Source: an optimization exercise on an open RTL-to-GDS flow (aim: small area and a short achievable clock period). Production flows keep margins and buffers that such runs may drop.
At most, simulation tests tie the RTL to the original design; equivalence was not proved.
The flow treats the clock pin as an ideal source. Dropping or thinning the clock tree relies on that and would not hold on a real chip.
Power and IR drop assume default switching activity.

MS:
## Optimized_Wallace
module Optimized_Wallace(
    input clk, rst,
    input [15:0] A, B,
    output reg [31:0] PRODUCT
);
Size: about 970 cells after synthesis, ~280 flip-flops, ~66 I/O pins, about 12,000 um^2 of cells after synthesis.
Settings: LEC_CHECK=0, CAP_MARGIN=20, CORE_MARGIN=2, CORE_UTILIZATION=40, SLEW_MARGIN=20, SYNTH_HIERARCHICAL=1, SYNTH_MINIMUM_KEEP_SIZE=0; clock period 3.0 ns.
run.sh (not shown) runs the stock make flow with config.mk's settings and CLKGATE_MAP_FILE= SYNTH_SCRIPT=/design/flow/synth_recipe.tcl, a recipe that flattens the netlist after the stock synthesis.
[flow] MS | stages: complete | final checks: fail | reason: setup timing
What TR does differently from MS at the input level:
# MS
export LEC_CHECK = 0
export CAP_MARGIN = 20
export CORE_MARGIN = 2
export CORE_UTILIZATION = 40
export SLEW_MARGIN = 20
export SYNTH_HIERARCHICAL = 1
export SYNTH_MINIMUM_KEEP_SIZE = 0
create_clock -name core_clock -period 3.0 [get_ports {clk}]
# TR
export LEC_CHECK = 0
export CAP_MARGIN = 20
export CORE_MARGIN = 2
export CORE_UTILIZATION = 40
export SETUP_SLACK_MARGIN = 1.4
export SLEW_MARGIN = 20
export SYNTH_HIERARCHICAL = 1
export SYNTH_MINIMUM_KEEP_SIZE = 0
create_clock -name core_clock -period 3.0 [get_ports {clk}]
Findings:
- Every stage of TR finished as expected; the final checks, on the other hand, flagged setup timing, which means the layout fails.
- The sum of routed wire segments on met1 number comes out higher for MS vs TR.
- The higher post-layout utilization of the core of TR and MS is in TR.
- Looking at internal power contribution, TR sits below MS.
- Going from MS to TR, the number of buffers other than clock buffers in the final layout was found to have gone up by about 5%.
- TR vs MS: multi-input gate share of the layout cell area up in TR
- TR against MS: total met2 wirelength after detailed routing climbed about 1%, final worst-path setup slack climbed 0.0084 ns.
- Final cell count without fillers was lower in MS than in TR.
No functional check of the RTL was part of any run of this note.


Another version of the RTL of Optimized_Wallace (not shown whole).
Size in the first run: about 220 flip-flops, ~66 I/O pins.
==> flow/config.mk <==
export PLATFORM = sky130hd
export DESIGN_NAME = Optimized_Wallace
export DESIGN_NICKNAME = Optimized_Wallace
export VERILOG_FILES = /design/flow/design.v
export SDC_FILE = /design/flow/constraint.sdc
export NUM_CORES = 4
export LEC_CHECK = 0
export CAP_MARGIN = 20
export CORE_MARGIN = 2
export CORE_UTILIZATION = 60
export CTS_BUF_LIST = sky130_fd_sc_hd__clkbuf_16
export CTS_CLUSTER_DIAMETER = 100
export CTS_CLUSTER_SIZE = 25
export SETUP_SLACK_MARGIN = 1.4
export SLEW_MARGIN = 20
export SYNTH_HIERARCHICAL = 1
export SYNTH_MINIMUM_KEEP_SIZE = 0
export TNS_END_PERCENT = 0
==> flow/constraint.sdc <==
create_clock -name core_clock -period 3.0 [get_ports {clk}]
set_input_delay 0.6000 -clock core_clock [delete_from_list [all_inputs] [get_ports {clk}]]
set_output_delay 0.6000 -clock core_clock [all_outputs]
set_load 0.01 [all_outputs]
standard.sh (not shown) runs the stock make flow with config.mk's settings and CLKGATE_MAP_FILE= SYNTH_SCRIPT=/design/flow/synth_recipe.tcl, a recipe that flattens the netlist after the stock synthesis.
==> flow/flow/run.sh <==
#!/bin/bash
set -euo pipefail
export BUFFER_PORTS_ARGS="-buffer_cell sky130_fd_sc_hd__buf_1"
bash standard.sh cts > flow_cts.log 2>&1
export RES=$PWD/orfs/results/sky130hd/Optimized_Wallace/base
export PLATFORM_DIR=$FLOW_HOME/platforms/sky130hd
export SKEW_PLAN=$PWD/flow/plan.tcl
openroad -no_splash -exit flow/skew.tcl > skew_eco.log 2>&1
bash standard.sh finish > flow_make.log 2>&1
==> flow/flow/plan.tcl <==
set rootnet $root
branch r1 {ra* rb15* one* two* neg*} {clkbuf_16} 2 [$block findNet clk]
set root [$block findNet clk]
tune r2 {r2*} 0.40 5 {clkbuf_1 clkbuf_2 clkbuf_4 clkbuf_8 clkbuf_16}
set root $rootnet
tune r3 {r3* v1* v2* v3*} 0.628 3
tune prod {PRODUCT*} 0.838 3
==> flow/flow/skew.tcl <==
set res $::env(RES)
read_lef $::env(PLATFORM_DIR)/lef/sky130_fd_sc_hd.tlef
read_lef $::env(PLATFORM_DIR)/lef/sky130_fd_sc_hd_merged.lef
read_liberty $::env(PLATFORM_DIR)/lib/sky130_fd_sc_hd__tt_025C_1v80.lib
read_db $res/4_cts.odb
read_sdc $res/4_cts.sdc
source $::env(PLATFORM_DIR)/setRC.tcl
set db [ord::get_db]
set block [ord::get_db_block]
set root [$block findNet clknet_0_clk]

proc master {n} { return [[ord::get_db] findMaster sky130_fd_sc_hd__$n] }
set uid 0
proc newbuf {type innet x y} {
  global block uid
  incr uid
  set inst [odb::dbInst_create $block [master $type] "cksk_buf_$uid"]
  set net [odb::dbNet_create $block "cksk_net_$uid"]
  $net setSigType CLOCK
  [$inst findITerm A] connect $innet
  [$inst findITerm X] connect $net
  $inst setLocation [expr int($x)] [expr int($y)]
  $inst setPlacementStatus PLACED
  return $net
}
proc flops {pats} {
  global block
  set out {}
  foreach inst [$block getInsts] {
    set n [$inst getName]
    if {[$inst findITerm CLK] eq "NULL"} continue
    foreach p $pats { if {[string match $p $n]} { lappend out $inst; break } }
  }
  return $out
}
proc centroid {insts} {
  set sx 0; set sy 0
  foreach i $insts { set b [$i getBBox]; set sx [expr $sx + [$b xMin]]; set sy [expr $sy + [$b yMin]] }
  set n [llength $insts]
  return [list [expr $sx / $n] [expr $sy / $n]]
}
# chain: list of buffer types from the root; the last one is repeated per leaf cluster
proc branch {name pats chain nleaf {src {}}} {
  global root
  if {$src ne {}} { set root $src }
  set fl [flops $pats]
  set fl [lsort -command {apply {{a b} {expr {[[$a getBBox] xMin] - [[$b getBBox] xMin]}}}} $fl]
  set c [centroid $fl]
  set net $root
  if {![llength $chain]} {
    foreach f $fl { set it [$f findITerm CLK]; $it disconnect; $it connect $root }
    puts "branch $name: [llength $fl] flops on the root net"
    return
  }
  foreach t [lrange $chain 0 end-1] { set net [newbuf $t $net [lindex $c 0] [lindex $c 1]] }
  set per [expr {([llength $fl] + $nleaf - 1) / $nleaf}]
  for {set k 0} {$k < $nleaf} {incr k} {
    set grp [lrange $fl [expr $k*$per] [expr ($k+1)*$per - 1]]
    if {![llength $grp]} continue
    set cc [centroid $grp]
    set leaf [newbuf [lindex $chain end] $net [lindex $cc 0] [lindex $cc 1]]
    foreach f $grp {
      set it [$f findITerm CLK]
      $it disconnect
      $it connect $leaf
    }
  }
  puts "branch $name: [llength $fl] flops, chain $chain x $nleaf"
}

# Build a branch, measure the mean clock latency of its flops, and undo it.
set created {}
proc newbuf2 {type innet x y} {
  global created
  set net [newbuf $type $innet $x $y]
  lappend created $net
  return $net
}
proc build {fl chain nleaf} {
  global root created
  set created {}
  set c [centroid $fl]
  set net $root
  foreach t [lrange $chain 0 end-1] { set net [newbuf2 $t $net [lindex $c 0] [lindex $c 1]] }
  set per [expr {([llength $fl] + $nleaf - 1) / $nleaf}]
  for {set k 0} {$k < $nleaf} {incr k} {
    set grp [lrange $fl [expr $k*$per] [expr ($k+1)*$per - 1]]
    if {![llength $grp]} continue
    set cc [centroid $grp]
    set leaf [newbuf2 [lindex $chain end] $net [lindex $cc 0] [lindex $cc 1]]
    foreach f $grp { set it [$f findITerm CLK]; $it disconnect; $it connect $leaf }
  }
}
proc undo {fl orig} {
  global created
  foreach f $fl o $orig { set it [$f findITerm CLK]; $it disconnect; $it connect $o }
  foreach net [lreverse $created] {
    foreach it [$net getITerms] { if {[$it isOutputSignal]} { set inst [$it getInst] } }
    odb::dbInst_destroy $inst
    odb::dbNet_destroy $net
  }
  set created {}
}
proc meanlat {fl} {
  global maxslew
  estimate_parasitics -placement
  set s 0.0
  set maxslew 0.0
  foreach f $fl {
    set pin [get_pins "[$f getName]/CLK"]
    set s [expr {$s + [get_property $pin arrival_max_rise]}]
    set sl [get_property $pin slew_max]
    if {$sl > $maxslew} { set maxslew $sl }
  }
  return [expr {$s / [llength $fl]}]
}
proc branch_area {chain nl} {
  set a 0.0
  foreach t [lrange $chain 0 end-1] { set a [expr {$a + [[master $t] getWidth] * [[master $t] getHeight] / 1e6}] }
  set t [lindex $chain end]
  return [expr {$a + $nl * [[master $t] getWidth] * [[master $t] getHeight] / 1e6}]
}
proc tune {name pats target nleaf {firsts {{} clkbuf_1 clkbuf_2 clkbuf_8 clkbuf_16}}} {
  global maxslew
  set fl [flops $pats]
  set fl [lsort -command {apply {{a b} {expr {[[$a getBBox] xMin] - [[$b getBBox] xMin]}}}} $fl]
  set orig {}
  foreach f $fl { lappend orig [[$f findITerm CLK] getNet] }
  set best {}
  set besterr 1e9
  set bestcost 1e9
  set bestn $nleaf
  set cands {}
  foreach leaf {clkbuf_16 clkbuf_8} {
    foreach nl [list [expr {$nleaf - 1}] $nleaf [expr {$nleaf + 1}] [expr {$nleaf + 2}]] {
      if {$nl < 1} continue
      foreach first $firsts {
        for {set n 0} {$n <= 14} {incr n} {
          set chain [concat $first [lrepeat $n clkbuf_4] $leaf]
          build $fl $chain $nl
          set lat [meanlat $fl]
          undo $fl $orig
          set err [expr {abs($lat - $target)}]
          puts "tune $name: $chain x $nl -> [format %.3f $lat] slew [format %.3f $maxslew] (target [format %.3f $target])"
          if {$maxslew < 0.100} { lappend cands [list $err [branch_area $chain $nl] $chain $nl] }
          if {$maxslew < 0.100 && $err < $besterr} { set besterr $err }
          if {$lat > $target + 0.2} break
        }
      }
    }
  }
  foreach c $cands {
    if {[lindex $c 0] <= $besterr + 0.015 && [lindex $c 1] < $bestcost} {
      set bestcost [lindex $c 1]; set best [lindex $c 2]; set bestn [lindex $c 3]
    }
  }
  build $fl $best $bestn
  puts "tune $name: chose $best x $bestn, latency [format %.3f [meanlat $fl]] slew [format %.3f $maxslew]"
}

source $::env(SKEW_PLAN)
# remove clock buffers left without sinks, and CTS's dummy clock loads
# (clock cells whose output is unconnected)
proc is_clkcell {inst} {
  set m [[$inst getMaster] getName]
  return [expr {[string match "*clkbuf*" $m] || [string match "*clkinv*" $m] || [string match "*__inv_*" $m] || [string match "*__buf_*" $m]}]
}
proc outnet {inst} {
  foreach it [$inst getITerms] { if {[$it isOutputSignal]} { return [$it getNet] } }
  return "NULL"
}
set changed 1
while {$changed} {
  set changed 0
  foreach inst [$block getInsts] {
    if {![is_clkcell $inst]} continue
    set n [outnet $inst]
    if {$n eq "NULL"} {
      # dummy load: only if its input is on a clock net
      set clkin 0
      foreach it [$inst getITerms] { if {[$it isInputSignal] && [$it getNet] ne "NULL" && [[$it getNet] getSigType] eq "CLOCK"} { set clkin 1 } }
      if {$clkin} { puts "removing dummy [$inst getName]"; odb::dbInst_destroy $inst; set changed 1 }
      continue
    }
    if {[$n getSigType] ne "CLOCK"} continue
    if {[llength [$n getITerms]] <= 1 && [llength [$n getBTerms]] == 0} {
      puts "removing [$inst getName]"
      odb::dbInst_destroy $inst
      odb::dbNet_destroy $n
      set changed 1
    }
  }
}
detailed_placement
check_placement
estimate_parasitics -placement
set_propagated_clock [all_clocks]
catch { report_checks -path_delay max -group_path_count 3 -format end }
catch { report_clock_skew }
foreach p {ra[0]* one0* r2[0]* r3[0]* PRODUCT[0]* v1*} {
  catch { foreach pin [get_pins -quiet $p/CLK] { puts "latency [get_full_name $pin] [get_property $pin arrival_max_rise]" } }
}
write_db $res/4_cts.odb
The baseline completed with no timing, DRC or antenna violations.
Then changed:
==> flow/flow/plan.tcl (replaced) <==
set rootnet $root
branch r1 {ra* rb15* one* two* neg*} {clkbuf_16} 2 [$block findNet clk]
set root [$block findNet clk]
tune r2 {r2*} 0.434 5 {clkbuf_1 clkbuf_2 clkbuf_4 clkbuf_8 clkbuf_16}
set root $rootnet
tune r3 {r3* v1* v2* v3*} 0.635 3
tune prod {PRODUCT*} 0.80 3
Settings changed: TNS_END_PERCENT 0 to 5.
Effect: Count of clock-buffer cells in the layout is unchanged. Wire length goes up by about 7%. Global-route usage grows by 1.9 points.
Then changed:
==> flow/flow/plan.tcl (replaced) <==
set rootnet $root
branch r1 {ra* rb15* one* two* neg*} {clkbuf_16} 2 [$block findNet clk]
foreach pass {1 2} {
  set root [$block findNet clk]
  tune r2 {r2*} 0.40 5 {clkbuf_1 clkbuf_2 clkbuf_4 clkbuf_8 clkbuf_16}
  set root $rootnet
  tune r3 {r3* v1* v2* v3*} 0.59 3
  tune prod {PRODUCT*} 0.795 3
  cleanup
}
--- a/flow/flow/skew.tcl
+++ b/flow/flow/skew.tcl
@@ -135 +135 @@
-    foreach nl [list [expr {$nleaf - 1}] $nleaf [expr {$nleaf + 1}] [expr {$nleaf + 2}]] {
+    foreach nl [list $nleaf [expr {$nleaf + 1}]] {
@@ -137,0 +138 @@
+       foreach mid {{} clkbuf_2 clkbuf_8 clkbuf_16} {
@@ -139 +140 @@
-          set chain [concat $first [lrepeat $n clkbuf_4] $leaf]
+          set chain [concat $first [lrepeat $n clkbuf_4] $mid $leaf]
@@ -147 +148 @@
-          if {$lat > $target + 0.2} break
+          if {$lat > $target + 0.15} break
@@ -148,0 +150 @@
+       }
@@ -161 +162,0 @@
-source $::env(SKEW_PLAN)
@@ -172,2 +173,4 @@
-set changed 1
-while {$changed} {
+proc cleanup {} {
+  global block
+  set changed 1
+  while {$changed} {
@@ -193,0 +197,4 @@
+}
+
+source $::env(SKEW_PLAN)
+cleanup
Settings changed: TNS_END_PERCENT 5 to 0.
Effect: Register-to-register slack hardly moves. First-iteration DRC count came out higher by about 17%. Total power came out lower by 1.5%. Utilization came out lower by 3.6 points. Cell count came out lower by about 4%. Worst setup slack degrades by 0.016 ns. Wire length came out lower by about 7%. Fmax came out lower by about 0.8%. Cell area came out lower by 5.3%. Global-route usage came out lower by 2.0 points.
Then changed:
--- a/flow/flow/plan.tcl
+++ b/flow/flow/plan.tcl
@@ -7,2 +7,2 @@
-  tune r3 {r3* v1* v2* v3*} 0.59 3
-  tune prod {PRODUCT*} 0.795 3
+  tune r3 {r3* v1* v2* v3*} 0.60 3
+  tune prod {PRODUCT*} 0.80 3
Setup slack is worse by 0.0056 ns.
Critical path depth is unchanged.
Total power is about the same.
Die area is unchanged.
First-iteration DRC count came out lower by roughly a tenth.
Utilization stays flat.
Combinational power barely changes.
Design area is about the same.
Area after synthesis is unchanged.
Final cell count stays the same.
Global-route usage barely changes.
No run of this note takes its clock network from TritonCTS; it comes from the design's own scripts or RTL.


Starting RTL as in the previous note.
export LEC_CHECK = 0
export CAP_MARGIN = 20
export CORE_MARGIN = 2
export CORE_UTILIZATION = 60
export CTS_BUF_LIST = sky130_fd_sc_hd__clkbuf_16
export CTS_CLUSTER_DIAMETER = 100
export CTS_CLUSTER_SIZE = 25
export SETUP_SLACK_MARGIN = 1.8
export SLEW_MARGIN = 20
export SYNTH_HIERARCHICAL = 1
export SYNTH_MINIMUM_KEEP_SIZE = 0
export TNS_END_PERCENT = 0
create_clock -name core_clock -period 3.0 [get_ports {clk}]
==> flow/flow/run.sh <==
#!/bin/bash
# The standard layout (the standard.sh: ORFS synthesis through finish),
# with the port buffers made of sky130_fd_sc_hd__buf_1 instead of the
# resizer's default pick.  Every tool's output goes to a log in this folder
# (make's own output to flow_make.log, ORFS's per-step logs under orfs/logs).
set -euo pipefail
export BUFFER_PORTS_ARGS="-buffer_cell sky130_fd_sc_hd__buf_1"
bash standard.sh finish > flow_make.log 2>&1
Next try:
==> flow/run.sh (new file) <==
#!/bin/bash
# synth_recipe.tcl (not shown) runs the flow's synth.tcl, then flattens the netlist and writes it again
# the make line also repeats each setting of config.mk as NAME=value (left out here)
make -C /OpenROAD-flow-scripts/flow DESIGN_CONFIG=/design/flow/config.mk WORK_HOME=/design/flow/orfs CLKGATE_MAP_FILE= SYNTH_SCRIPT=/design/flow/synth_recipe.tcl finish
- SETUP_SLACK_MARGIN: 1.8 -> 1.4
removed: flow/flow/run.sh
removed: flow/standard.sh
After rerunning: The new run completed without violations; count of clock-buffer cells in the layout does not change; final area increases by 3.8%; wire length increases by 2.7%; die area does not change.
Next try:
==> flow/flow/run.sh (new file) <==
#!/bin/bash
# The standard layout (the standard.sh: ORFS synthesis through finish),
# with the port buffers made of sky130_fd_sc_hd__buf_1 instead of the
# resizer's default pick.  Every tool's output goes to a log in this folder
# (make's own output to flow_make.log, ORFS's per-step logs under orfs/logs).
set -euo pipefail
export BUFFER_PORTS_ARGS="-buffer_cell sky130_fd_sc_hd__buf_1"
bash standard.sh finish > flow_make.log 2>&1
==> flow/standard.sh (new file) <==
#!/bin/bash
# synth_recipe.tcl (not shown) runs the flow's synth.tcl, then flattens the netlist and writes it again
# the make line also repeats each setting of config.mk as NAME=value (left out here)
make -C /OpenROAD-flow-scripts/flow DESIGN_CONFIG=/design/flow/config.mk WORK_HOME=/design/flow/orfs CLKGATE_MAP_FILE= SYNTH_SCRIPT=/design/flow/synth_recipe.tcl "${@:-finish}"
removed: flow/run.sh
After rerunning:
- first-iteration DRC count climbs by 23%
- cell area came out lower by 3.7%
- synthesized cell count does not change
- maximum frequency grows by 1.4%
- routed wire length shrinks by 2.6%
- hold slack gets worse by 200 ps
- die area does not change
- setup slack improves by 30 ps
Next try:
- CORE_UTILIZATION: 60 -> 70
- PLACE_DENSITY: unset -> 0.75
Maximum frequency went down by about 2.2%.
Total power went up by 3.7%.
Wire length went up by 4.9%.
Synthesized area stays the same.

==> static timing again, ports no longer ideal <==
No port has a modelled driver above. Below, the same layouts with a new extraction and two added sets of constraints. Step 1: set_driving_cell puts a clkbuf_16 on clk and a buf_2 on each other input, an assumption about the parent block. Step 2, shift: input delay + t, output delay - t, t = (earliest + latest rising clock arrival at the registers) / 2. This alone moves slack from input paths to output paths. Three values: ideal, step 1, step 2; two values: the first two.
run	shift t [ns]	setup slack, ns	clock arrival spread, ns	worst register clock-pin slew, ns
MS	0.575	-2.822 / -2.822 / -2.822	0.011 / 0.011	0.07 / 0.07
TR	0.577	-2.813 / -2.813 / -2.813	0.022 / 0.023	0.07 / 0.07
the first run of note 2	0.575	1.037 / 0.964 / 1.094	0.719 / 0.720	0.09 / 0.09
the second run of note 2	0.549	1.068 / 1.022 / 1.068	0.672 / 0.671	0.10 / 0.10
the third run of note 2	0.566	1.052 / 0.981 / 1.069	0.705 / 0.705	0.09 / 0.09
the fourth run of note 2	0.571	1.047 / 0.974 / 1.076	0.711 / 0.710	0.09 / 0.09
the first run of note 3	0.513	0.877 / 0.877 / 0.877	0.014 / 0.014	0.10 / 0.10
the second run of note 3	0.506	0.847 / 0.847 / 0.847	0.026 / 0.025	0.09 / 0.09
the third run of note 3	0.513	0.877 / 0.877 / 0.877	0.014 / 0.014	0.10 / 0.10
the fourth run of note 3	0.512	0.829 / 0.829 / 0.829	0.036 / 0.036	0.10 / 0.10
Clock arrivals are far apart in the first run of note 2, the second run of note 2, the third run of note 2 and the fourth run of note 2, so t is only a midpoint there and step 2 fits no single register.
